Source: an optimization exercise on an open RTL-to-GDS flow (aim: small area). Production flows keep margins and buffers that such runs may drop.
Function was checked by simulation only, so behaviour that the tests miss may differ from the original.
Power and IR drop assume default switching activity.

==> module thresh, before the edit <==
module thresh(
    input        clk,
    input        rst,
    input [10:0] av,
    input        ns,
    output reg   pulse
);
    reg  [12:0] ic;
    wire icw = ic == 13'd7441;                        
    always @(posedge clk) begin
        if (rst)
            ic <= 13'd6755;                           
        else if (icw)
            ic <= 13'd1;                              
        else
            ic <= {ic[11:0], ic[12] ^ ic[3] ^ ic[2] ^ ic[0]};
    end
    reg [3:0] ph;            
    always @(posedge clk)
        ph <= ph + 4'd1;
    wire ph0  = ph == 4'd0;
    wire ph15 = ph == 4'd15;
    reg [175:0] ring;        
    wire [10:0] head = ring[175:165];
    reg [1:0]  st;           
    reg [3:0]  nidx;         
    reg        clr;
    reg        done;
    reg [14:0] acc;          
    reg [9:0]  hyst;
    reg [10:0] mx, mn;
    wire wr = (st == 2'd3) & (ph == nidx);
    wire [10:0] rin = wr ? av : (clr ? 11'd0 : head);
    always @(posedge clk)
        ring <= {ring[164:0], rin};
    genvar g;
    wire [10:0] sel = icw ? mn : head;
    wire [10:0] dd;
    wire [11:0] dc;
    assign dc[0] = icw;
    generate for (g = 0; g < 11; g = g + 1) begin : g_dd
        wire y = ~sel[g];
        assign dd[g]   = mx[g] ^ y ^ dc[g];
        assign dc[g+1] = (mx[g] & y) | (mx[g] & dc[g]) | (y & dc[g]);
    end endgenerate
    wire hlt = dc[11];       
    wire hge = ~hlt;
    wire dn  = ~ph0 & done;
    wire        hcnd = (dd[10:2] == 0) & (|mx[10:2]);
    wire [9:0]  hn   = {dd[10:5], dd[4] | hcnd, dd[3:2], dd[1] & ~hcnd};
    always @(posedge clk) begin
        if (rst) begin
            st   <= 0;
            nidx <= 4'd15;
            clr  <= 1;
            hyst <= 10'd8;
        end else begin
            if (icw) begin
                st   <= 2'd1;
                hyst <= hn;
                clr  <= 0;
            end else if (ph15 & (st != 0)) begin
                st <= st + 2'd1;
                if (st == 2'd3)
                    nidx <= nidx - 4'd1;
            end
            if (st == 2'd2)
                done <= dn | hlt;
        end
    end
    always @(posedge clk) begin
        if (clr | ((st == 2'd2) & ~dn & hlt))
            mn <= head;
        if (clr | ((st == 2'd3) & hge))
            mx <= head;
    end
    wire [14:0] aa = acc;
    wire [14:0] as;
    wire [15:0] ac;
    assign ac[0] = 1'b0;
    generate for (g = 0; g < 15; g = g + 1) begin : g_acc
        if (g < 11) begin : full
            assign as[g]   = aa[g] ^ head[g] ^ ac[g];
            assign ac[g+1] = (aa[g] & head[g]) | (aa[g] & ac[g]) | (head[g] & ac[g]);
        end else begin : half
            assign as[g]   = aa[g] ^ ac[g];
            assign ac[g+1] = aa[g] & ac[g];
        end
    end endgenerate
    wire aclr = (st == 2'd1) & ph15;
    always @(posedge clk) begin
        if (rst)
            acc <= 15'h4000;
        else if (aclr)
            acc <= 0;
        else if (st == 2'd2)
            acc <= as;
    end
    wire [11:0] thr = acc[14:3];
    wire [11:0] hb  = {2'b0, hyst} ^ {12{pulse}};
    wire [11:0] ylim;
    wire [12:0] yc;
    wire [12:0] pc;
    wire [11:0] smp = {av, 1'b0};
    assign yc[0] = pulse;
    assign pc[0] = ~pulse;
    generate for (g = 0; g < 12; g = g + 1) begin : g_lim
        wire ny = ~ylim[g];
        assign ylim[g] = thr[g] ^ hb[g] ^ yc[g];
        assign yc[g+1] = (thr[g] & hb[g]) | (thr[g] & yc[g]) | (hb[g] & yc[g]);
        assign pc[g+1] = (smp[g] & ny) | (smp[g] & pc[g]) | (ny & pc[g]);
    end endgenerate
    always @(posedge clk) begin
        if (rst)
            pulse <= 0;
        else if (ns)
            pulse <= pc[12];
    end
endmodule
Settings: LEC_CHECK=0, CAP_MARGIN=20, CORE_MARGIN=2, CORE_UTILIZATION=40, SLEW_MARGIN=20; clock period 20.0 ns.
standard.sh (not shown) runs the stock make flow with config.mk's settings and CLKGATE_MAP_FILE= SYNTH_SCRIPT=/design/flow/synth_recipe.tcl, a recipe that flattens the netlist after the stock synthesis.
==> flow/flow/run.sh <==
#!/bin/bash
# Layout flow: the standard flow (standard.sh), with
#  - synthesis through flow/own_synth.tcl: the standard flow's synthesis script with a
#    different ABC script and full adders only;
#  - port buffers of the smallest buffer cell;
#  - clock tree synthesis without dummy loads.
# Each step's output goes to its own log file here.
set -euo pipefail
work=$(pwd)
export FLOW_SYNTH_TCL="$work/synth_recipe.tcl"
args=(
  "SYNTH_SCRIPT=$work/flow/own_synth.tcl"
  "BUFFER_PORTS_ARGS=-buffer_cell sky130_fd_sc_hd__buf_1"
  "CTS_ARGS=-sink_clustering_enable -repair_clock_nets -sink_clustering_size 32 -sink_clustering_max_diameter 100 -buf_list sky130_fd_sc_hd__clkbuf_4 -root_buf sky130_fd_sc_hd__clkbuf_4 -sink_clustering_buffer sky130_fd_sc_hd__clkbuf_16 -dont_use_dummy_load"
)
bash standard.sh "${args[@]}" synth > "$work/own_synth.log" 2>&1
bash standard.sh "${args[@]}" finish > "$work/own_finish.log" 2>&1
test -f "$work/out/final.def"
==> flow/flow/own_synth.tcl <==
# Synthesis script for this flow: the standard flow's own synthesis script (which makes
# every synth call skip the fsm and share passes, then flattens and renames),
# with two commands replaced before it runs:
#  - extract_fa extracts full adders only (no half adders);
#  - abc runs Yosys's default area script on the same liberty and don't-use
#    list, without ORFS's speed script, delay target and buffering.
# Neither touches a register.
proc extract_fa {args} { yosys extract_fa -fa }
proc abc {args} {
  set keep {}
  set skip 0
  foreach a $args {
    if {$skip} { set skip 0; continue }
    if {$a eq "-script" || $a eq "-constr" || $a eq "-D"} { set skip 1; continue }
    lappend keep $a
  }
  yosys abc {*}$keep
}
source $::env(FLOW_SYNTH_TCL)
Rerun with:
--- a/flow/design.v
+++ b/flow/design.v
@@ -99,6 +99,10 @@
     end
     reg [3:0] ph;            
-    always @(posedge clk)
-        ph <= ph + 4'd1;
+    always @(posedge clk) begin
+        if (rst)
+            ph <= 0;
+        else
+            ph <= ph + 4'd1;
+    end
     wire ph0  = ph == 4'd0;
     wire ph15 = ph == 4'd15;
@@ -107,9 +111,9 @@
     reg [1:0]  st;           
     reg [3:0]  nidx;         
-    reg        clr;
-    reg        done;
+    reg        done;         
     reg [14:0] acc;          
     reg [9:0]  hyst;
     reg [10:0] mx, mn;
+    wire clr = done & ~st[1];
     wire wr = (st == 2'd3) & (ph == nidx);
     wire [10:0] rin = wr ? av : (clr ? 11'd0 : head);
@@ -135,5 +139,5 @@
             st   <= 0;
             nidx <= 4'd15;
-            clr  <= 1;
+            done <= 1;
             hyst <= 10'd8;
         end else begin
@@ -141,5 +145,4 @@
                 st   <= 2'd1;
                 hyst <= hn;
-                clr  <= 0;
             end else if (ph15 & (st != 0)) begin
                 st <= st + 2'd1;
@@ -149,4 +152,6 @@
             if (st == 2'd2)
                 done <= dn | hlt;
+            if (st == 2'd3)
+                done <= 0;
         end
     end
The new run ran to the end with no violations.
Setup slack degrades by 0.066 ns.
Via count came out higher by 1.1%.
Design area came out lower by 0.43%.
Clock power is about the same.
Routed wire length came out higher by about 4%.
Total power stays flat.
Die area came out lower by about 0.5%.
Critical path depth does not change.
Synthesized cell count came out higher by 0.99%.

==> static timing again, ports no longer ideal <==
How much do the figures lean on ideal ports? The routed layouts below were timed once more, with nothing changed but the port constraints.
Step 1 (the two cells are an assumption about what drives the block):
set clk [get_ports {mclk}]
set_driving_cell -lib_cell sky130_fd_sc_hd__clkbuf_16 $clk
set_driving_cell -lib_cell sky130_fd_sc_hd__buf_2 [delete_from_list [all_inputs] $clk]
Step 2 also shifts input and output timing later by t, the mid clock arrival at the registers, as if the neighbouring blocks saw the same clock.
a / b / c = ideal ports / drivers / drivers and shift; a / b = the first two.
run | t, ns | slack for setup (ns) | slew at the worst register clock pin (ns)
the first run | 0.679 | 13.221 / 13.181 / 13.461 | 0.11 / 0.11
the second run | 0.696 | 13.155 / 13.113 / 13.554 | 0.12 / 0.12
After both steps every run listed still meets setup and hold.
